Context: an optimization exercise on an open-source flow, tuned for small area, a short achievable clock period and few clock cycles. The choices shown serve that exercise and are no tape-out recipe. The RTL was checked by simulation tests, not by an equivalence proof against the original design. Power and IR drop assume default switching activity.

==> flow/design.v, too long to show whole: its modules and the start of the top module <==
// module booth: 2996 lines
// module booth_mul: 19 lines
module booth_mul (
    input             CLK ,
    input             RSTn ,
    input      [23:0] m1 ,
    input      [23:0] m2 ,
    input             BREQ ,
    output     [47:0] res ,
    output            BACK
);
  // ...
==> flow/run.sh <==
#!/bin/bash
# synth_recipe.tcl (not shown) runs the flow's synth.tcl, then flattens the netlist and writes it again
# the make line also repeats each setting of config.mk as NAME=value (left out here)
make -C /OpenROAD-flow-scripts/flow DESIGN_CONFIG=/design/flow/config.mk WORK_HOME=/design/flow/orfs CLKGATE_MAP_FILE= SYNTH_SCRIPT=/design/flow/synth_recipe.tcl finish
==> flow/config.mk <==
export PLATFORM = sky130hd
export DESIGN_NAME = booth_mul
export DESIGN_NICKNAME = booth_mul
export VERILOG_FILES = /design/flow/design.v
export SDC_FILE = /design/flow/constraint.sdc
export NUM_CORES = 4
export LEC_CHECK = 0
export CAP_MARGIN = 20
export CORE_MARGIN = 2
export CORE_UTILIZATION = 40
export SLEW_MARGIN = 20
==> flow/constraint.sdc <==
create_clock -name core_clock -period 6.0 [get_ports {CLK}]
set_input_delay 1.2000 -clock core_clock [delete_from_list [all_inputs] [get_ports {CLK}]]
set_output_delay 1.2000 -clock core_clock [all_outputs]
set_load 0.01 [all_outputs]
==> impl_metrics.tcl, run 1 <==
set metrics [dict create \
    synthSimpleGateAreaFrac_pct 12.84 \
    maxSlewHeadroom_pct 28.32 \
    buffers 229 \
    crit_end "res[43]" \
    cts_tree "done" \
    fin_ws_ns 0.1223 \
    synthTopCellsByArea "fa_1 (20%), dfxtp_1 (10%), a21oi_1 (7.7%), nand2_1 (5.7%), ha_1 (5.1%)" \
    p_per_area_nw_per_um2 590.7 \
    placed_cells 3531 \
    layout_common_cells "a21oi_1 (337), nand2_1 (335), inv_1 (221)" \
    nClkBuffers 10 \
    grt_busiest_layer "met2" \
    drc 0 \
    status "finished clean" \
    final-max-slew-violation-count 0 \
    min_from "m2[3]" \
    min_path_cells 1 \
    num-multi-input-gates 2263 \
    syn_nets 3383 \
    hp-class "input port to register" \
    h-tree-depth 3 \
    grt_pass1_vias 20140 \
    seqPwrFrac_pct 9.1 \
    io_pins 100 \
    end_kind "output pin" \
    place_area_um2 23070 \
    combPwrFrac_pct 86.5 \
    ys_warn_count 1 \
    cellInternalPower_mw 6.952 \
    grt_first_pass_wirelength_um 121600 \
    cts_resized 54 \
    worstPathMaxFanout 5 \
    drive_gt1_share_pct 7.687 \
    required_ns 4.80 \
    netlist.area_leader.share_pct 19.94 \
    antenna_found_initial 0 \
    maxPowerGroup "combinational cells" \
    synth.avg_cell_area_um2 7.309 \
    cts_setup_buffers 6 \
    final-clk-cell-share_pct 1.315 \
]
Testbench counts, summed over its fixed seeds: cycles 32,000.
==> run 2, diff against run 1 <==
--- a/flow/design.v
+++ b/flow/design.v
@@ -1385,20 +1385,18 @@
 wire r1435;
 wire r1436;
 wire r1437;
 wire r1438;
 wire r1439;
 wire r1440;
 reg q_m2_3;
 reg q_pp5;
-reg q_pp57;
-reg q_c328;
-reg q_c330;
 reg q_s337;
+reg q_c336;
 reg q_c340;
 reg q_c346;
 reg q_s359;
 reg q_c362;
 reg q_c372;
 reg q_c382;
 reg q_s393;
 reg q_c394;
@@ -1406,110 +1404,96 @@
 reg q_c420;
 reg q_s433;
 reg q_c434;
 reg q_s449;
 reg q_c450;
 reg q_s465;
 reg q_c466;
 reg q_s483;
-reg q_c482;
-reg q_s497;
-reg q_s499;
 reg q_c484;
-reg q_s517;
-reg q_c500;
-reg q_s519;
-reg q_s537;
-reg q_c520;
-reg q_s539;
-reg q_s559;
-reg q_c540;
-reg q_s561;
-reg q_s581;
-reg q_c562;
-reg q_s583;
-reg q_c582;
-reg q_s603;
-reg q_c584;
+reg q_c502;
+reg q_c522;
+reg q_s541;
+reg q_c542;
+reg q_s563;
+reg q_c564;
+reg q_s585;
 reg q_s605;
-reg q_s625;
-reg q_c606;
-reg q_s627;
-reg q_c626;
-reg q_s645;
-reg q_c628;
+reg q_c586;
+reg q_s607;
+reg q_c608;
+reg q_s629;
 reg q_s647;
-reg q_s665;
-reg q_c648;
-reg q_s667;
-reg q_c666;
-reg q_s683;
-reg q_s685;
+reg q_c630;
+reg q_s649;
+reg q_c650;
+reg q_s669;
 reg q_c668;
-reg q_s701;
-reg q_c686;
-reg q_s703;
+reg q_s687;
+reg q_c670;
+reg q_c688;
+reg q_s705;
 reg q_c704;
 reg q_s721;
+reg q_c706;
 reg q_c722;
 reg q_s737;
-reg q_s749;
-reg q_c738;
-reg q_s751;
 reg q_c752;
 reg q_s765;
-reg q_c764;
-reg q_s777;
-reg q_c766;
 reg q_c778;
 reg q_s789;
-reg q_c788;
-reg q_s799;
-reg q_c790;
 reg q_c800;
 reg q_s809;
 reg q_c818;
 reg q_s825;
 reg q_c832;
 reg q_s837;
 reg q_s845;
 reg q_c842;
 reg q_pp323;
 reg q_m2_1;
 reg q_pp3;
 reg q_pp30;
 reg q_s327;
+reg q_s331;
 reg q_s329;
 reg q_s333;
+reg q_s335;
 reg q_s339;
 reg q_s345;
 reg q_s353;
 reg q_s361;
 reg q_s371;
 reg q_s381;
 reg q_s405;
 reg q_s419;
+reg q_s501;
+reg q_s521;
+reg q_s753;
+reg q_c754;
+reg q_s779;
+reg q_c780;
+reg q_s801;
+reg q_c802;
 reg q_s819;
 reg q_c820;
 reg q_s833;
 reg q_c834;
 reg q_s843;
 reg q_c844;
 reg q_s849;
 reg q_c850;
 reg q_pp324;
 reg q_pp4;
 always @(posedge CLK) begin
 	q_m2_3 <= m2[3];
 	q_pp5 <= pp5;
-	q_pp57 <= pp57;
-	q_c328 <= c328;
-	q_c330 <= c330;
 	q_s337 <= s337;
+	q_c336 <= c336;
 	q_c340 <= c340;
 	q_c346 <= c346;
 	q_s359 <= s359;
 	q_c362 <= c362;
 	q_c372 <= c372;
 	q_c382 <= c382;
 	q_s393 <= s393;
 	q_c394 <= c394;
@@ -1517,93 +1501,81 @@
 	q_c420 <= c420;
 	q_s433 <= s433;
 	q_c434 <= c434;
 	q_s449 <= s449;
 	q_c450 <= c450;
 	q_s465 <= s465;
 	q_c466 <= c466;
 	q_s483 <= s483;
-	q_c482 <= c482;
-	q_s497 <= s497;
-	q_s499 <= s499;
 	q_c484 <= c484;
-	q_s517 <= s517;
-	q_c500 <= c500;
-	q_s519 <= s519;
-	q_s537 <= s537;
-	q_c520 <= c520;
-	q_s539 <= s539;
-	q_s559 <= s559;
-	q_c540 <= c540;
-	q_s561 <= s561;
-	q_s581 <= s581;
-	q_c562 <= c562;
-	q_s583 <= s583;
-	q_c582 <= c582;
-	q_s603 <= s603;
-	q_c584 <= c584;
+	q_c502 <= c502;
+	q_c522 <= c522;
+	q_s541 <= s541;
+	q_c542 <= c542;
+	q_s563 <= s563;
+	q_c564 <= c564;
+	q_s585 <= s585;
 	q_s605 <= s605;
-	q_s625 <= s625;
-	q_c606 <= c606;
-	q_s627 <= s627;
-	q_c626 <= c626;
-	q_s645 <= s645;
-	q_c628 <= c628;
+	q_c586 <= c586;
+	q_s607 <= s607;
+	q_c608 <= c608;
+	q_s629 <= s629;
 	q_s647 <= s647;
-	q_s665 <= s665;
-	q_c648 <= c648;
-	q_s667 <= s667;
-	q_c666 <= c666;
-	q_s683 <= s683;
-	q_s685 <= s685;
+	q_c630 <= c630;
+	q_s649 <= s649;
+	q_c650 <= c650;
+	q_s669 <= s669;
 	q_c668 <= c668;
-	q_s701 <= s701;
-	q_c686 <= c686;
-	q_s703 <= s703;
+	q_s687 <= s687;
+	q_c670 <= c670;
+	q_c688 <= c688;
+	q_s705 <= s705;
 	q_c704 <= c704;
 	q_s721 <= s721;
+	q_c706 <= c706;
 	q_c722 <= c722;
 	q_s737 <= s737;
-	q_s749 <= s749;
-	q_c738 <= c738;
-	q_s751 <= s751;
 	q_c752 <= c752;
 	q_s765 <= s765;
-	q_c764 <= c764;
-	q_s777 <= s777;
-	q_c766 <= c766;
 	q_c778 <= c778;
 	q_s789 <= s789;
-	q_c788 <= c788;
-	q_s799 <= s799;
-	q_c790 <= c790;
 	q_c800 <= c800;
 	q_s809 <= s809;
 	q_c818 <= c818;
 	q_s825 <= s825;
 	q_c832 <= c832;
 	q_s837 <= s837;
 	q_s845 <= s845;
 	q_c842 <= c842;
 	q_pp323 <= pp323;
 	q_m2_1 <= m2[1];
 	q_pp3 <= pp3;
 	q_pp30 <= pp30;
 	q_s327 <= s327;
+	q_s331 <= s331;
 	q_s329 <= s329;
 	q_s333 <= s333;
+	q_s335 <= s335;
 	q_s339 <= s339;
 	q_s345 <= s345;
 	q_s353 <= s353;
 	q_s361 <= s361;
 	q_s371 <= s371;
 	q_s381 <= s381;
 	q_s405 <= s405;
 	q_s419 <= s419;
+	q_s501 <= s501;
+	q_s521 <= s521;
+	q_s753 <= s753;
+	q_c754 <= c754;
+	q_s779 <= s779;
+	q_c780 <= c780;
+	q_s801 <= s801;
+	q_c802 <= c802;
 	q_s819 <= s819;
 	q_c820 <= c820;
 	q_s833 <= s833;
 	q_c834 <= c834;
 	q_s843 <= s843;
 	q_c844 <= c844;
 	q_s849 <= s849;
 	q_c850 <= c850;
@@ -1935,28 +1907,28 @@
 assign pp323 = ((one298 & m1[23]) | (two299 & m1[22])) ^ m2[23];
 assign pp324 = ~(((one298 & m1[23]) | (two299 & m1[23])) ^ m2[23]);
 assign s325 = q_m2_3 ^ q_pp5;
 assign c326 = q_m2_3 & q_pp5;
 assign s327 = pp6 ^ pp31;
 assign c328 = pp6 & pp31;
 assign s329 = m2[5] ^ pp7 ^ pp32;
 assign c330 = (m2[5] & pp7) | (pp32 & (m2[5] ^ pp7));
-assign s331 = q_pp57 ^ q_c328;
-assign c332 = q_pp57 & q_c328;
+assign s331 = pp57 ^ c328;
+assign c332 = pp57 & c328;
 assign s333 = pp8 ^ pp33 ^ pp58;
 assign c334 = (pp8 & pp33) | (pp58 & (pp8 ^ pp33));
-assign s335 = c332 ^ q_c330;
-assign c336 = c332 & q_c330;
+assign s335 = c332 ^ c330;
+assign c336 = c332 & c330;
 assign s337 = m2[7] ^ pp9 ^ pp34;
 assign c338 = (m2[7] & pp9) | (pp34 & (m2[7] ^ pp9));
 assign s339 = pp59 ^ pp84 ^ c334;
 assign c340 = (pp59 & pp84) | (c334 & (pp59 ^ pp84));
-assign s341 = q_s337 ^ c336;
-assign c342 = q_s337 & c336;
+assign s341 = q_s337 ^ q_c336;
+assign c342 = q_s337 & q_c336;
 assign s343 = pp10 ^ pp35 ^ pp60;
 assign c344 = (pp10 & pp35) | (pp60 & (pp10 ^ pp35));
 assign s345 = pp85 ^ c338 ^ s343;
 assign c346 = (pp85 & c338) | (s343 & (pp85 ^ c338));
 assign s347 = c342 ^ q_c340;
 assign c348 = c342 & q_c340;
 assign s349 = m2[9] ^ pp11 ^ pp36;
 assign c350 = (m2[9] & pp11) | (pp36 & (m2[9] ^ pp11));
@@ -2105,18 +2077,18 @@
 assign s493 = pp247 ^ c470 ^ c472;
 assign c494 = (pp247 & c470) | (c472 & (pp247 ^ c470));
 assign s495 = c474 ^ s487 ^ s489;
 assign c496 = (c474 & s487) | (s489 & (c474 ^ s487));
 assign s497 = s491 ^ c476 ^ c478;
 assign c498 = (s491 & c476) | (c478 & (s491 ^ c476));
 assign s499 = s493 ^ s495 ^ c480;
 assign c500 = (s493 & s495) | (c480 & (s493 ^ s495));
-assign s501 = q_c482 ^ q_s497 ^ q_s499;
-assign c502 = (q_c482 & q_s497) | (q_s499 & (q_c482 ^ q_s497));
+assign s501 = c482 ^ s497 ^ s499;
+assign c502 = (c482 & s497) | (s499 & (c482 ^ s497));
 assign s503 = q_c484 ^ c486;
 assign c504 = q_c484 & c486;
 assign s505 = m2[21] ^ pp23 ^ pp48;
 assign c506 = (m2[21] & pp23) | (pp48 & (m2[21] ^ pp23));
 assign s507 = pp73 ^ pp98 ^ pp123;
 assign c508 = (pp73 & pp98) | (pp123 & (pp73 ^ pp98));
 assign s509 = pp148 ^ pp173 ^ pp198;
 assign c510 = (pp148 & pp173) | (pp198 & (pp148 ^ pp173));
@@ -2125,40 +2097,40 @@
 assign s513 = c488 ^ c490 ^ c492;
 assign c514 = (c488 & c490) | (c492 & (c488 ^ c490));
 assign s515 = s505 ^ s507 ^ s509;
 assign c516 = (s505 & s507) | (s509 & (s505 ^ s507));
 assign s517 = s511 ^ c494 ^ c496;
 assign c518 = (s511 & c494) | (c496 & (s511 ^ c494));
 assign s519 = s513 ^ s515 ^ c498;
 assign c520 = (s513 & s515) | (c498 & (s513 ^ s515));
-assign s521 = q_s517 ^ q_c500 ^ q_s519;
-assign c522 = (q_s517 & q_c500) | (q_s519 & (q_s517 ^ q_c500));
-assign s523 = c502 ^ c504;
-assign c524 = c502 & c504;
+assign s521 = s517 ^ c500 ^ s519;
+assign c522 = (s517 & c500) | (s519 & (s517 ^ c500));
+assign s523 = q_c502 ^ c504;
+assign c524 = q_c502 & c504;
 assign s525 = pp24 ^ pp49 ^ pp74;
 assign c526 = (pp24 & pp49) | (pp74 & (pp24 ^ pp49));
 assign s527 = pp99 ^ pp124 ^ pp149;
 assign c528 = (pp99 & pp124) | (pp149 & (pp99 ^ pp124));
 assign s529 = pp174 ^ pp199 ^ pp224;
 assign c530 = (pp174 & pp199) | (pp224 & (pp174 ^ pp199));
 assign s531 = pp249 ^ pp274 ^ c506;
 assign c532 = (pp249 & pp274) | (c506 & (pp249 ^ pp274));
 assign s533 = c508 ^ c510 ^ c512;
 assign c534 = (c508 & c510) | (c512 & (c508 ^ c510));
 assign s535 = s525 ^ s527 ^ s529;
 assign c536 = (s525 & s527) | (s529 & (s525 ^ s527));
 assign s537 = c514 ^ c516 ^ s531;
 assign c538 = (c514 & c516) | (s531 & (c514 ^ c516));
 assign s539 = s533 ^ s535 ^ c518;
 assign c540 = (s533 & s535) | (c518 & (s533 ^ s535));
-assign s541 = q_s537 ^ q_c520 ^ q_s539;
-assign c542 = (q_s537 & q_c520) | (q_s539 & (q_s537 ^ q_c520));
-assign s543 = c522 ^ s541;
-assign c544 = c522 & s541;
+assign s541 = s537 ^ c520 ^ s539;
+assign c542 = (s537 & c520) | (s539 & (s537 ^ c520));
+assign s543 = q_c522 ^ q_s541;
+assign c544 = q_c522 & q_s541;
 assign s545 = m2[23] ^ pp25 ^ pp50;
 assign c546 = (m2[23] & pp25) | (pp50 & (m2[23] ^ pp25));
 assign s547 = pp75 ^ pp100 ^ pp125;
 assign c548 = (pp75 & pp100) | (pp125 & (pp75 ^ pp100));
 assign s549 = pp150 ^ pp175 ^ pp200;
 assign c550 = (pp150 & pp175) | (pp200 & (pp150 ^ pp175));
 assign s551 = pp225 ^ pp250 ^ pp275;
 assign c552 = (pp225 & pp250) | (pp275 & (pp225 ^ pp250));
@@ -2167,20 +2139,20 @@
 assign s555 = c530 ^ s545 ^ s547;
 assign c556 = (c530 & s545) | (s547 & (c530 ^ s545));
 assign s557 = s549 ^ s551 ^ c532;
 assign c558 = (s549 & s551) | (c532 & (s549 ^ s551));
 assign s559 = c534 ^ c536 ^ s553;
 assign c560 = (c534 & c536) | (s553 & (c534 ^ c536));
 assign s561 = s555 ^ c538 ^ s557;
 assign c562 = (s555 & c538) | (s557 & (s555 ^ c538));
-assign s563 = q_s559 ^ q_c540 ^ q_s561;
-assign c564 = (q_s559 & q_c540) | (q_s561 & (q_s559 ^ q_c540));
-assign s565 = c542 ^ s563;
-assign c566 = c542 & s563;
+assign s563 = s559 ^ c540 ^ s561;
+assign c564 = (s559 & c540) | (s561 & (s559 ^ c540));
+assign s565 = q_c542 ^ q_s563;
+assign c566 = q_c542 & q_s563;
 assign s567 = pp26 ^ pp51 ^ pp76;
 assign c568 = (pp26 & pp51) | (pp76 & (pp26 ^ pp51));
 assign s569 = pp101 ^ pp126 ^ pp151;
 assign c570 = (pp101 & pp126) | (pp151 & (pp101 ^ pp126));
 assign s571 = pp176 ^ pp201 ^ pp226;
 assign c572 = (pp176 & pp201) | (pp226 & (pp176 ^ pp201));
 assign s573 = pp251 ^ pp276 ^ pp301;
 assign c574 = (pp251 & pp276) | (pp301 & (pp251 ^ pp276));
@@ -2189,20 +2161,20 @@
 assign s577 = c552 ^ s567 ^ s569;
 assign c578 = (c552 & s567) | (s569 & (c552 ^ s567));
 assign s579 = s571 ^ s573 ^ c554;
 assign c580 = (s571 & s573) | (c554 & (s571 ^ s573));
 assign s581 = c556 ^ s575 ^ s577;
 assign c582 = (c556 & s575) | (s577 & (c556 ^ s575));
 assign s583 = c558 ^ c560 ^ s579;
 assign c584 = (c558 & c560) | (s579 & (c558 ^ c560));
-assign s585 = q_s581 ^ q_c562 ^ q_s583;
-assign c586 = (q_s581 & q_c562) | (q_s583 & (q_s581 ^ q_c562));
-assign s587 = c564 ^ s585;
-assign c588 = c564 & s585;
+assign s585 = s581 ^ c562 ^ s583;
+assign c586 = (s581 & c562) | (s583 & (s581 ^ c562));
+assign s587 = q_c564 ^ q_s585;
+assign c588 = q_c564 & q_s585;
 assign s589 = ~(pp27 ^ pp52);
 assign c590 = pp27 | pp52;
 assign s591 = pp77 ^ pp102 ^ pp127;
 assign c592 = (pp77 & pp102) | (pp127 & (pp77 ^ pp102));
 assign s593 = pp152 ^ pp177 ^ pp202;
 assign c594 = (pp152 & pp177) | (pp202 & (pp152 ^ pp177));
 assign s595 = pp227 ^ pp252 ^ pp277;
 assign c596 = (pp227 & pp252) | (pp277 & (pp227 ^ pp252));
@@ -2211,20 +2183,20 @@
 assign s599 = c570 ^ c572 ^ c574;
 assign c600 = (c570 & c572) | (c574 & (c570 ^ c572));
 assign s601 = s591 ^ s593 ^ s595;
 assign c602 = (s591 & s593) | (s595 & (s591 ^ s593));
 assign s603 = c576 ^ c578 ^ s597;
 assign c604 = (c576 & c578) | (s597 & (c576 ^ c578));
 assign s605 = s599 ^ s601 ^ c580;
 assign c606 = (s599 & s601) | (c580 & (s599 ^ s601));
-assign s607 = q_c582 ^ q_s603 ^ q_c584;
-assign c608 = (q_c582 & q_s603) | (q_c584 & (q_c582 ^ q_s603));
-assign s609 = q_s605 ^ c586 ^ s607;
-assign c610 = (q_s605 & c586) | (s607 & (q_s605 ^ c586));
+assign s607 = c582 ^ s603 ^ c584;
+assign c608 = (c582 & s603) | (c584 & (c582 ^ s603));
+assign s609 = q_s605 ^ q_c586 ^ q_s607;
+assign c610 = (q_s605 & q_c586) | (q_s607 & (q_s605 ^ q_c586));
 assign s611 = ~(pp53 ^ pp78);
 assign c612 = pp53 | pp78;
 assign s613 = pp103 ^ pp128 ^ pp153;
 assign c614 = (pp103 & pp128) | (pp153 & (pp103 ^ pp128));
 assign s615 = pp178 ^ pp203 ^ pp228;
 assign c616 = (pp178 & pp203) | (pp228 & (pp178 ^ pp203));
 assign s617 = pp253 ^ pp278 ^ pp303;
 assign c618 = (pp253 & pp278) | (pp303 & (pp253 ^ pp278));
@@ -2233,112 +2205,112 @@
 assign s621 = c594 ^ c596 ^ s613;
 assign c622 = (c594 & c596) | (s613 & (c594 ^ c596));
 assign s623 = s615 ^ s617 ^ c598;
 assign c624 = (s615 & s617) | (c598 & (s615 ^ s617));
 assign s625 = c600 ^ c602 ^ s619;
 assign c626 = (c600 & c602) | (s619 & (c600 ^ c602));
 assign s627 = s621 ^ c604 ^ s623;
 assign c628 = (s621 & c604) | (s623 & (s621 ^ c604));
-assign s629 = q_s625 ^ q_c606 ^ q_s627;
-assign c630 = (q_s625 & q_c606) | (q_s627 & (q_s625 ^ q_c606));
-assign s631 = c608 ^ s629;
-assign c632 = c608 & s629;
+assign s629 = s625 ^ c606 ^ s627;
+assign c630 = (s625 & c606) | (s627 & (s625 ^ c606));
+assign s631 = q_c608 ^ q_s629;
+assign c632 = q_c608 & q_s629;
 assign s633 = pp54 ^ pp79 ^ pp104;
 assign c634 = (pp54 & pp79) | (pp104 & (pp54 ^ pp79));
 assign s635 = pp129 ^ pp154 ^ pp179;
 assign c636 = (pp129 & pp154) | (pp179 & (pp129 ^ pp154));
 assign s637 = pp204 ^ pp229 ^ pp254;
 assign c638 = (pp204 & pp229) | (pp254 & (pp204 ^ pp229));
 assign s639 = pp279 ^ pp304 ^ c612;
 assign c640 = (pp279 & pp304) | (c612 & (pp279 ^ pp304));
 assign s641 = c614 ^ c616 ^ c618;
 assign c642 = (c614 & c616) | (c618 & (c614 ^ c616));
 assign s643 = s633 ^ s635 ^ s637;
 assign c644 = (s633 & s635) | (s637 & (s633 ^ s635));
 assign s645 = s639 ^ c620 ^ c622;
 assign c646 = (s639 & c620) | (c622 & (s639 ^ c620));
 assign s647 = s641 ^ s643 ^ c624;
 assign c648 = (s641 & s643) | (c624 & (s641 ^ s643));
-assign s649 = q_c626 ^ q_s645 ^ q_c628;
-assign c650 = (q_c626 & q_s645) | (q_c628 & (q_c626 ^ q_s645));
-assign s651 = q_s647 ^ c630 ^ s649;
-assign c652 = (q_s647 & c630) | (s649 & (q_s647 ^ c630));
+assign s649 = c626 ^ s645 ^ c628;
+assign c650 = (c626 & s645) | (c628 & (c626 ^ s645));
+assign s651 = q_s647 ^ q_c630 ^ q_s649;
+assign c652 = (q_s647 & q_c630) | (q_s649 & (q_s647 ^ q_c630));
 assign s653 = ~(pp80 ^ pp105);
 assign c654 = pp80 | pp105;
 assign s655 = pp130 ^ pp155 ^ pp180;
 assign c656 = (pp130 & pp155) | (pp180 & (pp130 ^ pp155));
 assign s657 = pp205 ^ pp230 ^ pp255;
 assign c658 = (pp205 & pp230) | (pp255 & (pp205 ^ pp230));
 assign s659 = pp280 ^ pp305 ^ s653;
 assign c660 = (pp280 & pp305) | (s653 & (pp280 ^ pp305));
 assign s661 = c634 ^ c636 ^ c638;
 assign c662 = (c634 & c636) | (c638 & (c634 ^ c636));
 assign s663 = s655 ^ s657 ^ c640;
 assign c664 = (s655 & s657) | (c640 & (s655 ^ s657));
 assign s665 = c642 ^ s659 ^ c644;
 assign c666 = (c642 & s659) | (c644 & (c642 ^ s659));
 assign s667 = s661 ^ s663 ^ c646;
 assign c668 = (s661 & s663) | (c646 & (s661 ^ s663));
-assign s669 = q_s665 ^ q_c648 ^ q_s667;
-assign c670 = (q_s665 & q_c648) | (q_s667 & (q_s665 ^ q_c648));
-assign s671 = c650 ^ s669;
-assign c672 = c650 & s669;
+assign s669 = s665 ^ c648 ^ s667;
+assign c670 = (s665 & c648) | (s667 & (s665 ^ c648));
+assign s671 = q_c650 ^ q_s669;
+assign c672 = q_c650 & q_s669;
 assign s673 = pp81 ^ pp106 ^ pp131;
 assign c674 = (pp81 & pp106) | (pp131 & (pp81 ^ pp106));
 assign s675 = pp156 ^ pp181 ^ pp206;
 assign c676 = (pp156 & pp181) | (pp206 & (pp156 ^ pp181));
 assign s677 = pp231 ^ pp256 ^ pp281;
 assign c678 = (pp231 & pp256) | (pp281 & (pp231 ^ pp256));
 assign s679 = pp306 ^ c654 ^ c656;
 assign c680 = (pp306 & c654) | (c656 & (pp306 ^ c654));
 assign s681 = c658 ^ s673 ^ s675;
 assign c682 = (c658 & s673) | (s675 & (c658 ^ s673));
 assign s683 = s677 ^ c660 ^ c662;
 assign c684 = (s677 & c660) | (c662 & (s677 ^ c660));
 assign s685 = s679 ^ s681 ^ c664;
 assign c686 = (s679 & s681) | (c664 & (s679 ^ s681));
-assign s687 = q_c666 ^ q_s683 ^ q_s685;
-assign c688 = (q_c666 & q_s683) | (q_s685 & (q_c666 ^ q_s683));
-assign s689 = q_c668 ^ s687 ^ c670;
-assign c690 = (q_c668 & s687) | (c670 & (q_c668 ^ s687));
+assign s687 = c666 ^ s683 ^ s685;
+assign c688 = (c666 & s683) | (s685 & (c666 ^ s683));
+assign s689 = q_c668 ^ q_s687 ^ q_c670;
+assign c690 = (q_c668 & q_s687) | (q_c670 & (q_c668 ^ q_s687));
 assign s691 = ~(pp107 ^ pp132);
 assign c692 = pp107 | pp132;
 assign s693 = pp157 ^ pp182 ^ pp207;
 assign c694 = (pp157 & pp182) | (pp207 & (pp157 ^ pp182));
 assign s695 = pp232 ^ pp257 ^ pp282;
 assign c696 = (pp232 & pp257) | (pp282 & (pp232 ^ pp257));
 assign s697 = pp307 ^ s691 ^ c674;
 assign c698 = (pp307 & s691) | (c674 & (pp307 ^ s691));
 assign s699 = c676 ^ c678 ^ s693;
 assign c700 = (c676 & c678) | (s693 & (c676 ^ c678));
 assign s701 = s695 ^ c680 ^ c682;
 assign c702 = (s695 & c680) | (c682 & (s695 ^ c680));
 assign s703 = s697 ^ s699 ^ c684;
 assign c704 = (s697 & s699) | (c684 & (s697 ^ s699));
-assign s705 = q_s701 ^ q_c686 ^ q_s703;
-assign c706 = (q_s701 & q_c686) | (q_s703 & (q_s701 ^ q_c686));
-assign s707 = c688 ^ s705;
-assign c708 = c688 & s705;
+assign s705 = s701 ^ c686 ^ s703;
+assign c706 = (s701 & c686) | (s703 & (s701 ^ c686));
+assign s707 = q_c688 ^ q_s705;
+assign c708 = q_c688 & q_s705;
 assign s709 = pp108 ^ pp133 ^ pp158;
 assign c710 = (pp108 & pp133) | (pp158 & (pp108 ^ pp133));
 assign s711 = pp183 ^ pp208 ^ pp233;
 assign c712 = (pp183 & pp208) | (pp233 & (pp183 ^ pp208));
 assign s713 = pp258 ^ pp283 ^ pp308;
 assign c714 = (pp258 & pp283) | (pp308 & (pp258 ^ pp283));
 assign s715 = c692 ^ c694 ^ c696;
 assign c716 = (c692 & c694) | (c696 & (c692 ^ c694));
 assign s717 = s709 ^ s711 ^ s713;
 assign c718 = (s709 & s711) | (s713 & (s709 ^ s711));
 assign s719 = c698 ^ c700 ^ s715;
 assign c720 = (c698 & c700) | (s715 & (c698 ^ c700));
 assign s721 = s717 ^ c702 ^ s719;
 assign c722 = (s717 & c702) | (s719 & (s717 ^ c702));
-assign s723 = q_c704 ^ q_s721 ^ c706;
-assign c724 = (q_c704 & q_s721) | (c706 & (q_c704 ^ q_s721));
+assign s723 = q_c704 ^ q_s721 ^ q_c706;
+assign c724 = (q_c704 & q_s721) | (q_c706 & (q_c704 ^ q_s721));
 assign s725 = ~(pp134 ^ pp159);
 assign c726 = pp134 | pp159;
 assign s727 = pp184 ^ pp209 ^ pp234;
 assign c728 = (pp184 & pp209) | (pp234 & (pp184 ^ pp209));
 assign s729 = pp259 ^ pp284 ^ pp309;
 assign c730 = (pp259 & pp284) | (pp309 & (pp259 ^ pp284));
 assign s731 = s725 ^ c710 ^ c712;
 assign c732 = (s725 & c710) | (c712 & (s725 ^ c710));
@@ -2357,18 +2329,18 @@
 assign s745 = pp285 ^ pp310 ^ c726;
 assign c746 = (pp285 & pp310) | (c726 & (pp285 ^ pp310));
 assign s747 = c728 ^ c730 ^ s741;
 assign c748 = (c728 & c730) | (s741 & (c728 ^ c730));
 assign s749 = s743 ^ s745 ^ c732;
 assign c750 = (s743 & s745) | (c732 & (s743 ^ s745));
 assign s751 = c734 ^ s747 ^ c736;
 assign c752 = (c734 & s747) | (c736 & (c734 ^ s747));
-assign s753 = q_s749 ^ q_c738 ^ q_s751;
-assign c754 = (q_s749 & q_c738) | (q_s751 & (q_s749 ^ q_c738));
+assign s753 = s749 ^ c738 ^ s751;
+assign c754 = (s749 & c738) | (s751 & (s749 ^ c738));
 assign s755 = ~(pp161 ^ pp186);
 assign c756 = pp161 | pp186;
 assign s757 = pp211 ^ pp236 ^ pp261;
 assign c758 = (pp211 & pp236) | (pp261 & (pp211 ^ pp236));
 assign s759 = pp286 ^ pp311 ^ s755;
 assign c760 = (pp286 & pp311) | (s755 & (pp286 ^ pp311));
 assign s761 = c742 ^ c744 ^ s757;
 assign c762 = (c742 & c744) | (s757 & (c742 ^ c744));
@@ -2383,18 +2355,18 @@
 assign s771 = pp237 ^ pp262 ^ pp287;
 assign c772 = (pp237 & pp262) | (pp287 & (pp237 ^ pp262));
 assign s773 = pp312 ^ c756 ^ c758;
 assign c774 = (pp312 & c756) | (c758 & (pp312 ^ c756));
 assign s775 = s769 ^ s771 ^ c760;
 assign c776 = (s769 & s771) | (c760 & (s769 ^ s771));
 assign s777 = c762 ^ s773 ^ s775;
 assign c778 = (c762 & s773) | (s775 & (c762 ^ s773));
-assign s779 = q_c764 ^ q_s777 ^ q_c766;
-assign c780 = (q_c764 & q_s777) | (q_c766 & (q_c764 ^ q_s777));
+assign s779 = c764 ^ s777 ^ c766;
+assign c780 = (c764 & s777) | (c766 & (c764 ^ s777));
 assign s781 = ~(pp188 ^ pp213);
 assign c782 = pp188 | pp213;
 assign s783 = pp238 ^ pp263 ^ pp288;
 assign c784 = (pp238 & pp263) | (pp288 & (pp238 ^ pp263));
 assign s785 = pp313 ^ s781 ^ c770;
 assign c786 = (pp313 & s781) | (c770 & (pp313 ^ s781));
 assign s787 = c772 ^ s783 ^ c774;
 assign c788 = (c772 & s783) | (c774 & (c772 ^ s783));
@@ -2405,18 +2377,18 @@
 assign s793 = pp189 ^ pp214 ^ pp239;
 assign c794 = (pp189 & pp214) | (pp239 & (pp189 ^ pp214));
 assign s795 = pp264 ^ pp289 ^ pp314;
 assign c796 = (pp264 & pp289) | (pp314 & (pp264 ^ pp289));
 assign s797 = c782 ^ c784 ^ s793;
 assign c798 = (c782 & c784) | (s793 & (c782 ^ c784));
 assign s799 = s795 ^ c786 ^ s797;
 assign c800 = (s795 & c786) | (s797 & (s795 ^ c786));
-assign s801 = q_c788 ^ q_s799 ^ q_c790;
-assign c802 = (q_c788 & q_s799) | (q_c790 & (q_c788 ^ q_s799));
+assign s801 = c788 ^ s799 ^ c790;
+assign c802 = (c788 & s799) | (c790 & (c788 ^ s799));
 assign s803 = ~(pp215 ^ pp240);
 assign c804 = pp215 | pp240;
 assign s805 = pp265 ^ pp290 ^ pp315;
 assign c806 = (pp265 & pp290) | (pp315 & (pp265 ^ pp290));
 assign s807 = s803 ^ c794 ^ c796;
 assign c808 = (s803 & c794) | (c796 & (s803 ^ c794));
 assign s809 = s805 ^ c798 ^ s807;
 assign c810 = (s805 & c798) | (s807 & (s805 ^ c798));
@@ -2463,20 +2435,20 @@
 assign s851 = 1'b1 ^ q_pp323;
 assign c852 = 1'b1 & q_pp323;
 assign g853 = q_m2_1 & q_pp3;
 assign p854 = q_m2_1 ^ q_pp3;
 assign g855 = q_pp30 & s325;
 assign p856 = q_pp30 ^ s325;
 assign g857 = c326 & q_s327;
 assign p858 = c326 ^ q_s327;
-assign g859 = s331 & q_s329;
-assign p860 = s331 ^ q_s329;
-assign g861 = q_s333 & s335;
-assign p862 = q_s333 ^ s335;
+assign g859 = q_s331 & q_s329;
+assign p860 = q_s331 ^ q_s329;
+assign g861 = q_s333 & q_s335;
+assign p862 = q_s333 ^ q_s335;
 assign g863 = s341 & q_s339;
 assign p864 = s341 ^ q_s339;
 assign g865 = s347 & q_s345;
 assign p866 = s347 ^ q_s345;
 assign g867 = q_s353 & s355;
 assign p868 = q_s353 ^ s355;
 assign g869 = s363 & q_s361;
 assign p870 = s363 ^ q_s361;
@@ -2493,20 +2465,20 @@
 assign g881 = c422 & s435;
 assign p882 = c422 ^ s435;
 assign g883 = c436 & s451;
 assign p884 = c436 ^ s451;
 assign g885 = c452 & s467;
 assign p886 = c452 ^ s467;
 assign g887 = c468 & s485;
 assign p888 = c468 ^ s485;
-assign g889 = s501 & s503;
-assign p890 = s501 ^ s503;
-assign g891 = s521 & s523;
-assign p892 = s521 ^ s523;
+assign g889 = q_s501 & s503;
+assign p890 = q_s501 ^ s503;
+assign g891 = q_s521 & s523;
+assign p892 = q_s521 ^ s523;
 assign g893 = c524 & s543;
 assign p894 = c524 ^ s543;
 assign g895 = c544 & s565;
 assign p896 = c544 ^ s565;
 assign g897 = c566 & s587;
 assign p898 = c566 ^ s587;
 assign g899 = c588 & s609;
 assign p900 = c588 ^ s609;
@@ -2519,28 +2491,28 @@
 assign g907 = c672 & s689;
 assign p908 = c672 ^ s689;
 assign g909 = s707 & c690;
 assign p910 = s707 ^ c690;
 assign g911 = c708 & s723;
 assign p912 = c708 ^ s723;
 assign g913 = s739 & c724;
 assign p914 = s739 ^ c724;
-assign g915 = c740 & s753;
-assign p916 = c740 ^ s753;
-assign g917 = s767 & c754;
-assign p918 = s767 ^ c754;
-assign g919 = c768 & s779;
-assign p920 = c768 ^ s779;
-assign g921 = s791 & c780;
-assign p922 = s791 ^ c780;
-assign g923 = c792 & s801;
-assign p924 = c792 ^ s801;
-assign g925 = s811 & c802;
-assign p926 = s811 ^ c802;
+assign g915 = c740 & q_s753;
+assign p916 = c740 ^ q_s753;
+assign g917 = s767 & q_c754;
+assign p918 = s767 ^ q_c754;
+assign g919 = c768 & q_s779;
+assign p920 = c768 ^ q_s779;
+assign g921 = s791 & q_c780;
+assign p922 = s791 ^ q_c780;
+assign g923 = c792 & q_s801;
+assign p924 = c792 ^ q_s801;
+assign g925 = s811 & q_c802;
+assign p926 = s811 ^ q_c802;
 assign g927 = c812 & q_s819;
 assign p928 = c812 ^ q_s819;
 assign g929 = s827 & q_c820;
 assign p930 = s827 ^ q_c820;
 assign g931 = c828 & q_s833;
 assign p932 = c828 ^ q_s833;
 assign g933 = s839 & q_c834;
 assign p934 = s839 ^ q_c834;
==> impl_metrics.tcl, run 2 <==
set metrics [dict create \
    synth_cell_type_count 67 \
    hold_path_end "u_booth.q_m2_3" \
    rsz0062_at_grt "false" \
    peakVddDrop_mv 0.3839 \
    finalWirelength_um 81610 \
    firstDrtPassIters 6 \
    final-max-slew-violation-count 0 \
    tightest_slew_ns 0.9604 \
    setup_viol 0 \
    seq_area_um2 1942 \
    ys_ff_latch 97 \
    hold_viol_final 0 \
    synth.avg_cell_area_um2 7.247 \
    layout_commonest_cell "nand2_1" \
    worstPathMaxFanout 5 \
    cp_slowest_cell "a2111oi_4" \
    wl_per_cell_um 23.05 \
    hp-class "input port to register" \
    critPathTopFamily "adder cells" \
    layout_common_cells "nand2_1 (349), a21oi_1 (315), inv_1 (232)" \
    syn_inst 3008 \
    yosysSeqAreaShare_pct 8.908 \
    grt_first_pass_wirelength_um 124500 \
    dieArea_um2 56380 \
    fin_ws_ns 0.1177 \
    diodes 0 \
    cp_cell_sequence "ha_1, ha_1, ha_1, ha_1, ha_1, ha_1, ha_1, buf_4, and2_1, a2111oi_4, or2_2, o211ai_1, a211oi_1, xnor2_1, clkdlybuf4s50_1" \
    initial_core_util_pct 40.51 \
    final.period_utilization_pct 98.04 \
    h-tree-depth 3 \
    drtIter0Drc 3336 \
    maxSlewHeadroom_pct 35.98 \
    vias_per_cell 6.285 \
    power.leakage_nw 9.275 \
    drc 0 \
    clockRootBuffer "clkbuf_16" \
    cts_tree "done" \
    dpl_worst_slack_ns 0.3135 \
    cp_num_buf_inv 2 \
    fp-row-count 85 \
    cts_setup_buffers 0 \
    ys_warn_count 1 \
    cpPeakStageDelay_ns 0.57 \
    syn_nets 3369 \
    p_per_area_nw_per_um2 481.0 \
    grt_max_degree 144 \
    portBuffers 99 \
    synthTopCellsByArea "fa_1 (20%), dfxtp_1 (8.9%), a21oi_1 (7.2%), nand2_1 (6.0%), ha_1 (5.2%)" \
    synth_ff_type "dfxtp_1" \
    fin_nets 3201 \
    netlist.area_leader.share_pct 20.20 \
    numCtsBuffers 9 \
    cap_violations 0 \
    cp.arrival_ns 4.68 \
    postRouteAntennaNets 0 \
    clk_pin_slew_ns 0.07 \
    place_congestion 0.9403 \
    antenna_found_initial 3 \
    min_path_cells 1 \
    synth.cell_area_um2 21800 \
    ctsLongestPathBuffers 2 \
    synth_edf_count 0 \
    gr-usage-all-layers_pct 28.29 \
    drive_gt1_share_pct 7.381 \
    yosysTopAreaCell "fa_1" \
    layout_min_cycle_time_ns 5.882 \
    netlist_top_cells_count "nand2_1 (349), a21oi_1 (315), clkbuf_1 (298)" \
    dp_hpwl_um 61510 \
    synthArstFlopShare_pct 0 \
    path_common_cell "ha_1" \
    multiInputGateArea_um2 17230 \
    end_kind "output pin" \
    die_x_um 237.5 \
    tns_ns 0 \
    required_ns 4.80 \
    syn2layout_area_growth_pct 6.646 \
    grt_overflow_total 0 \
    io_pins 100 \
    min_from "m2[3]" \
    coreArea_um2 53810 \
    synthMostInstantiatedCell "nand2_1" \
    die_h_um 237.5 \
    crit_path_start_kind "register" \
    vias 22260 \
    cts.sinks 97 \
    clock.fmax_mhz 170.0 \
    status "finished clean" \
    criticalPathCategory "register to output pin" \
    fill_cells 5419 \
    grt_pass1_vias 20250 \
]
==> run 2: changes by cell type after synthesis, sizes merged, moves of 11 or more <==
cell   change
nand2     +13
xor2      +12
a21oi     -25
xnor2     -12
dfxtp     -14
inv       +11
==> run 2: what timing repair did <==
item | 4_1_cts | 5_1_grt
gates cloned | 0 | 0
gates resized for setup | 1 | 7
endpoints found under the setup margin | 2 | 7
pin swaps | 0 | 1
hold buffers | 0 | 0
==> run 2: final cells by class <==
type | instances | area share, %
Clock buffer | 10 | 1.028
Multi-Input combinational cell | 2252 | 74.11
Inverter | 239 | 3.859
Timing Repair Buffer | 241 | 8.600
Tap cell | 696 | 3.746
Sequential cell | 97 | 8.353
Clock inverter | 6 | 0.3068
==> run 2: metrics by stage <==
step	hold slack, ns	cells	cell area (um2)	util [%]	power [mW]
2_1_floorplan	1.228	3008	21800	-	7.737
3_3_place_gp	1.568	3525	22910	42.58	10.37
3_5_place_dp	1.570	3525	22910	42.58	10.47
4_1_cts	1.181	3541	23240	43.18	11.13
5_1_grt	1.195	3541	23250	43.20	12.20
6_report	1.207	3541	23250	43.20	11.18
==> run 2: power breakdown <==
part | switching [mW] | total [mW] | leakage, nW | internal (mW)
combinational | 5.29 | 9.48 | 8.31 | 4.19
sequential | 0.105 | 1.11 | 0.818 | 1.01
clock | 0.254 | 0.593 | 0.151 | 0.340
==> run 2: how the worst max path moves through the flow <==
stage	from	to	slack, ns	cells after the start
floorplan	m2[5]	u_booth.q_s629	1.03	12
CTS	u_booth.q_c336	res[41]	0.01	17
global route	u_booth.q_c336	res[42]	0.009	15
finish	u_booth.q_c336	res[42]	0.12	15
global placement	u_booth.q_c336	res[42]	0.31	15
detailed placement	u_booth.q_c336	res[42]	0.31	15
==> run 2: cells by family (layout without fill, tap and decap cells) <==
group,count (synthesis),after routing,synth area share [%]
DFF,97,97,8.908
AOI/OAI and AO/OA,1072,1072,32.24
and+or+nand+nor,700,700,13.97
buffers and inverters,659,496,12.22
adders and majority gates,391,391,29.09
xor gates and xnor gates,89,89,3.576
==> run 2: per-layer routing <==
metal	wire length, um	track usage, %	up-vias
met5	24	0	-
met4	2358	8.462	4
met3	10030	6.492	143
met2	34080	41.62	1262
met1	35120	41.00	10680
li1	-	-	10170
Testbench counts of run 2, summed over its fixed seeds: cycles 32,000.
==> run 3, diff against run 2 <==
--- a/flow/config.mk
+++ b/flow/config.mk
@@ -9,3 +9,4 @@
 export CORE_MARGIN = 2
 export CORE_UTILIZATION = 40
+export SETUP_SLACK_MARGIN = 1.0
 export SLEW_MARGIN = 20
==> impl_metrics.tcl, run 3 <==
set metrics [dict create \
    status "finished clean" \
    antenna_found_initial 3 \
    synth_cell_type_count 67 \
    critPathTopFamily "simple AND/OR/NAND/NOR gates" \
    grt_pass1_vias 20360 \
    grt_first_pass_wirelength_um 125200 \
    synthTopCellsByArea "fa_1 (20%), dfxtp_1 (8.9%), a21oi_1 (7.2%), nand2_1 (6.0%), ha_1 (5.2%)" \
    cp.depth 10 \
    drive_gt1_share_pct 11.21 \
    io_pins 100 \
    synthArstFlopShare_pct 0 \
    synth_ff_type "dfxtp_1" \
    min_path_cells 1 \
    yosysTopAreaCell "fa_1" \
    final.period_utilization_pct 81.94 \
    path_common_cell "or4_4" \
    ctsLongestPathBuffers 2 \
    firstDrtPassIters 6 \
    h-tree-depth 3 \
    synth.avg_cell_area_um2 7.247 \
    finalWirelength_um 82720 \
    synthMostInstantiatedCell "nand2_1" \
    cp_slowest_cell "or4_4" \
    cts_hold_buffers 0 \
    maxSlewHeadroom_pct 35.28 \
    dp_hpwl_um 61510 \
    drc 0 \
    final-max-slew-violation-count 0 \
    met3_usage_pct 6.503 \
    clockRootBuffer "clkbuf_16" \
    multiInputGateArea_um2 17710 \
    fill_cells 5375 \
    cap_violations 0 \
    clk_pin_slew_ns 0.07 \
    initial_core_util_pct 40.51 \
    netlist.area_leader.share_pct 20.20 \
    coreArea_um2 53810 \
    end_kind "output pin" \
    cp_num_buf_inv 1 \
    clock.fmax_mhz 203.4 \
    cp.arrival_ns 3.72 \
    met2_usage_pct 42.04 \
    p_sw_share_pct 51.71 \
    die_x_um 237.5 \
    crit_path_start_kind "register" \
    layout_common_cells "nand2_1 (348), a21oi_1 (307), inv_1 (230)" \
    die_h_um 237.5 \
    portBuffers 99 \
    hold_viol_final 0 \
    seq_area_um2 1944 \
    tns_ns 0 \
    layout_commonest_cell "nand2_1" \
    postRouteAntennaNets 0 \
    dieArea_um2 56380 \
    rsz0062_at_grt "true" \
    fin_util_pct 44.45 \
    peakVddDrop_mv 0.3858 \
    criticalPathCategory "register to output pin" \
    power_frac_clock_pct 5.1 \
    combPwrFrac_pct 85.1 \
    netSwitchingPower_mw 5.976 \
    fin_nets 3220 \
    ys_ff_latch 97 \
    gr-usage-met1_pct 41.09 \
    vias 22410 \
    wl_per_cell_um 23.24 \
    syn_nets 3369 \
    tightest_slew_ns 0.9708 \
    netlist_top_cells_count "nand2_1 (349), a21oi_1 (315), clkbuf_1 (298)" \
    vias_per_cell 6.295 \
    synth.cell_area_um2 21800 \
    place_congestion 0.9403 \
    gr-usage-all-layers_pct 28.48 \
    hp-class "input port to register" \
    hold_path_end "u_booth.q_m2_3" \
    syn2layout_area_growth_pct 9.740 \
    setup_viol 0 \
    synth_edf_count 0 \
    fp-row-count 85 \
    yosysSeqAreaShare_pct 8.908 \
    grt_busiest_layer "met2" \
    cp_cell_sequence "fa_1, ha_2, nand4_1, or4_4, or4_4, o21ai_4, a2bb2oi_4, a311o_1, xor2_1, buf_2" \
    numCtsBuffers 9 \
    worstPathMaxFanout 8 \
    seqPwrFrac_pct 9.7 \
    cts_tree "done" \
    layout_min_cycle_time_ns 4.917 \
    required_ns 4.80 \
    p_per_area_nw_per_um2 483.1 \
    grt_overflow_total 0 \
    power.leakage_nw 9.567 \
    syn_inst 3008 \
    cellInternalPower_mw 5.581 \
    min_from "m2[3]" \
    grt_max_degree 144 \
    cts.sinks 97 \
    diodes 0 \
    ys_warn_count 1 \
    drtIter0Drc 3336 \
    cpPeakStageDelay_ns 0.55 \
]
==> run 3: cell type report <==
cell class	instances	area share, %
Clock buffer	10	0.9990
Clock inverter	6	0.2981
Inverter	239	3.813
Multi-Input combinational cell	2252	74.03
Sequential cell	97	8.128
Tap cell	696	3.640
Timing Repair Buffer	260	9.095
==> run 3: logic make-up (layout without fill, tap and decap cells) <==
family,after synthesis,after routing,share of synthesized area [%]
AOI/OAI and AO/OA,1072,1072,32.24
xor gates and xnor gates,89,89,3.576
adders and majority gates,391,391,29.09
buffers and inverters,659,515,12.22
DFF,97,97,8.908
and+or+nand+nor,700,700,13.97
==> run 3: timing repair <==
action | in CTS | in global routing
pin swaps | 29 | 16
setup buffers | 13 | 6
endpoints found under the setup margin | 46 | 52
resized for setup | 121 | 83
==> run 3: worst max path at each step <==
stage                              start              to  slack, ns
after CTS                          m2[6]  u_booth.q_s521        1.0
after global routing      u_booth.q_c336         res[45]       0.90
after detailed placement  u_booth.q_c336         res[42]       0.31
final                     u_booth.q_s607         res[43]       1.08
after floorplan                    m2[5]  u_booth.q_s629       1.03
after global placement    u_booth.q_c336         res[42]       0.31
==> run 3: per-layer routing <==
layer  vias up  share of wire, %
met4         4               3.1
li1      10210                 -
met1     10720                43
met2      1310                42
met3       168                12
met5         -             0.029
==> run 3: power groups by stage <==
stage,Sequential (mW),Combinational [mW],Clock [mW]
after global routing,1.15,10.8,0.635
after CTS,1.12,9.54,0.612
after detailed placement,1.13,9.34,0
after global placement,1.12,9.25,0
final,1.12,9.84,0.595
after floorplan,1.09,6.65,0
==> run 3: metrics by stage <==
stage                     cell area [um2]  hold slack (ns)  setup WS (ns)  power (mW)  std cells
after floorplan                     21800            1.228          1.031       7.737       3008
after global placement              22910            1.568         0.3138       10.37       3525
after detailed placement            22910            1.570         0.3135       10.47       3525
after CTS                           23580            1.181         0.9971       11.27       3554
after global routing                23920            1.195         0.9045       12.57       3560
final                               23920            1.205          1.083       11.56       3560
==> run 4, diff against run 3 <==
--- a/flow/config.mk
+++ b/flow/config.mk
@@ -9,4 +9,4 @@
 export CORE_MARGIN = 2
 export CORE_UTILIZATION = 40
-export SETUP_SLACK_MARGIN = 1.0
+export SETUP_SLACK_MARGIN = 2.0
 export SLEW_MARGIN = 20
==> impl_metrics.tcl, run 4 <==
set metrics [dict create \
    fp-row-count 85 \
    drive_gt1_share_pct 32.48 \
    drtIter0Drc 3909 \
    initial_core_util_pct 40.51 \
    syn_inst 3008 \
    netlist.area_leader.share_pct 20.20 \
    cts.sinks 97 \
    gr-usage-all-layers_pct 33.17 \
    cpPeakStageDelay_ns 0.33 \
    grt_first_pass_wirelength_um 144500 \
    p_per_area_nw_per_um2 444.6 \
    cp_cell_sequence "ha_4, ha_4, ha_4, ha_4, ha_4, ha_4, ha_4, a21oi_4, inv_2, a2111oi_4, buf_4, or2_4, o211ai_1, buf_4, a211oi_2, xnor2_1, buf_2" \
    hold_viol_final 0 \
    synthMostInstantiatedCell "nand2_1" \
    cp_slowest_cell "dfxtp_2" \
    multiInputGateArea_um2 19940 \
    grt_max_degree 72 \
    vias 24770 \
    wl_per_cell_um 26.14 \
    peakVddDrop_mv 0.3846 \
    numCtsBuffers 9 \
    dieArea_um2 56380 \
    seqPwrFrac_pct 8.8 \
    h-tree-depth 3 \
    fin_nets 3414 \
    ys_ff_latch 97 \
    design_area_um2 29700 \
    netSwitchingPower_mw 6.680 \
    clock.fmax_mhz 202.5 \
    cts_tree "done" \
    maxSlewHeadroom_pct 41.49 \
    status "finished clean" \
    drc 0 \
    grt_overflow_total 0 \
    crit_path_start_kind "register" \
    syn_nets 3369 \
    place_area_um2 23030 \
    die_x_um 237.5 \
    ctsLongestPathBuffers 2 \
    cts_hold_buffers 0 \
    place_congestion 0.9346 \
    netlist_top_cells_count "nand2_1 (349), a21oi_1 (315), clkbuf_1 (298)" \
    synthTopCellsByArea "fa_1 (20%), dfxtp_1 (8.9%), a21oi_1 (7.2%), nand2_1 (6.0%), ha_1 (5.2%)" \
    yosysTopAreaCell "fa_1" \
    cp.arrival_ns 3.74 \
    layout_common_cells "nand2_1 (338), a21oi_1 (283), buf_4 (197)" \
    yosysSeqAreaShare_pct 8.908 \
    tns_ns 0 \
    portBuffers 99 \
    layout_commonest_cell "nand2_1" \
    synth_cell_type_count 67 \
    synth_edf_count 0 \
    worstPathMaxFanout 6 \
    ys_warn_count 1 \
    postRouteAntennaNets 0 \
    synth.cell_area_um2 21800 \
    criticalPathCategory "register to output pin" \
    antenna_found_initial 3 \
    grt_pass1_vias 22520 \
    io_pins 100 \
    end_kind "output pin" \
    layout_min_cycle_time_ns 4.939 \
    fill_cells 4756 \
    setup_viol 0 \
    die_h_um 237.5 \
    p_sw_share_pct 50.59 \
    combPwrFrac_pct 86.5 \
    tightest_slew_ns 0.8685 \
    hp-class "input port to register" \
    clk_pin_slew_ns 0.07 \
    syn2layout_area_growth_pct 36.23 \
    final-max-slew-violation-count 0 \
    clockRootBuffer "clkbuf_16" \
    required_ns 4.80 \
    seq_area_um2 1947 \
    dp_hpwl_um 60440 \
    synthArstFlopShare_pct 0 \
    power_frac_clock_pct 4.7 \
    synth_ff_type "dfxtp_1" \
    power.leakage_nw 11.81 \
    finalWirelength_um 98240 \
    coreArea_um2 53810 \
    final.period_utilization_pct 82.31 \
    path_common_cell "ha_4" \
    rsz0062_at_grt "true" \
    cap_violations 0 \
    cellInternalPower_mw 6.525 \
    vias_per_cell 6.591 \
    firstDrtPassIters 10 \
    synth.avg_cell_area_um2 7.247 \
]
==> run 4: cell counts after synthesis <==
No cell type changed its count.
==> run 4: cell type report <==
class / instances / share of cell area, %
Inverter: 239 / 3.370
Multi-Input combinational cell: 2258 / 67.14
Timing Repair inverter: 2 / 0.05477
Tap cell: 696 / 2.932
Clock inverter: 3 / 0.1601
Antenna cell: 5 / 0.04213
Clock buffer: 12 / 0.8974
Timing Repair Buffer: 446 / 18.85
Sequential cell: 97 / 6.555
==> run 4: metal layers <==
layer	global-route usage, %	wire, um	vias to the layer above	share of wire, %
met5	0	13	-	0.013
met4	11.97	5028	2	5.1
met3	9.859	13700	376	14
met2	49.05	40820	1881	42
met1	45.69	38680	11850	39
li1	-	-	10660	-
==> run 4: worst paths after layout <==
check         endpoint  slack (ns)            from  cells after the start
min    u_booth.q_pp323        1.19          m1[23]                      2
max            res[42]        1.06  u_booth.q_s337                     17
==> run 4: power groups by stage <==
stage               clock network [mW]  logic (mW)  registers [mW]
finish                           0.619        11.4            1.17
global route                     0.655        12.4            1.19
CTS                              0.629        10.5            1.16
detailed placement                   0        9.41            1.17
global placement                     0        9.26            1.16
floorplan                            0        7.00            1.10
==> run 4: timing repair <==
| action | CTS | global route |
|---|---|---|
| gates cloned | 50 | 4 |
| endpoints found under the setup margin | 108 | 82 |
| buffers inserted | 163 | 44 |
| hold endpoints to repair | 0 | 0 |
| gates resized for setup | 863 | 258 |
| pin swaps | 204 | 169 |
==> run 4: cell families (layout without fill, tap and decap cells) <==
| kind of cell | Yosys count | in the layout | share of synthesized area (%) |
|---|---|---|---|
| compound gates | 1072 | 1072 | 32.24 |
| flops | 97 | 97 | 8.908 |
| buf+inv | 659 | 702 | 12.22 |
| fa+ha+maj | 391 | 391 | 29.09 |
| xor+xnor | 89 | 89 | 3.576 |
| other cells | 0 | 5 | 0 |
| simple gates | 700 | 706 | 13.97 |
==> run 4: stage by stage <==
step	util [%]	setup WS, ns	instances	hold WS, ns	power [mW]
global placement	42.80	0.5767	3477	1.672	10.43
floorplan	-	1.599	3008	1.228	8.101
CTS	52.58	1.084	3705	1.177	12.30
detailed placement	42.80	0.5360	3477	1.689	10.58
global route	55.17	0.9531	3754	1.184	14.23
finish	55.19	1.061	3758	1.193	13.20
==> run 4: critical path, delay by kind of cell (launching register included) <==
family / cells / cell delay (ns)
XOR/XNOR: 1 / 0.16
AND/OR/NAND/NOR: 1 / 0.17
buffers and inverters: 4 / 0.60
AO/OA/AOI/OAI: 4 / 0.86
flip-flops: 1 / 0.33
adder cells (fa/ha/maj): 7 / 1.24

-- afterwards: timing with drivers on the ports --
No port has a modelled driver above. Below, the same layouts with a new extraction and two added sets of constraints. Step 1, drivers: a clkbuf_16 drives CLK and a buf_2 each remaining input, both assumed. Step 2 moves the port delays by t, midway between the first and last clock arrival at a register: inputs arrive t later, outputs are due t later. That takes back most of the time a late clock gives input paths. Slacks: ideal / step 1 / step 2; pairs: ideal / step 1.
run | shift t [ns] | setup slack, ns | hold slack, ns | clock arrival spread, ns | slew at the worst register clock pin (ns)
run 1 | 0.441 | 0.122 / 0.069 / 0.510 | 1.186 / 1.155 / 1.596 | 0.010 / 0.010 | 0.08 / 0.08
run 2 | 0.392 | 0.118 / 0.071 / 0.428 | 1.207 / 1.187 / 1.579 | 0.013 / 0.014 | 0.07 / 0.07
run 3 | 0.393 | 1.083 / 1.039 / 0.732 | 1.205 / 1.186 / 1.579 | 0.014 / 0.013 | 0.07 / 0.07
run 4 | 0.416 | 1.061 / 1.009 / 1.327 | 1.193 / 1.180 / 1.596 | 0.023 / 0.023 | 0.08 / 0.08
After both steps every run listed still meets setup and hold. For run 3, which loses most, drivers alone change the setup slack by -0.044 ns; drivers and shift together by -0.351 ns.
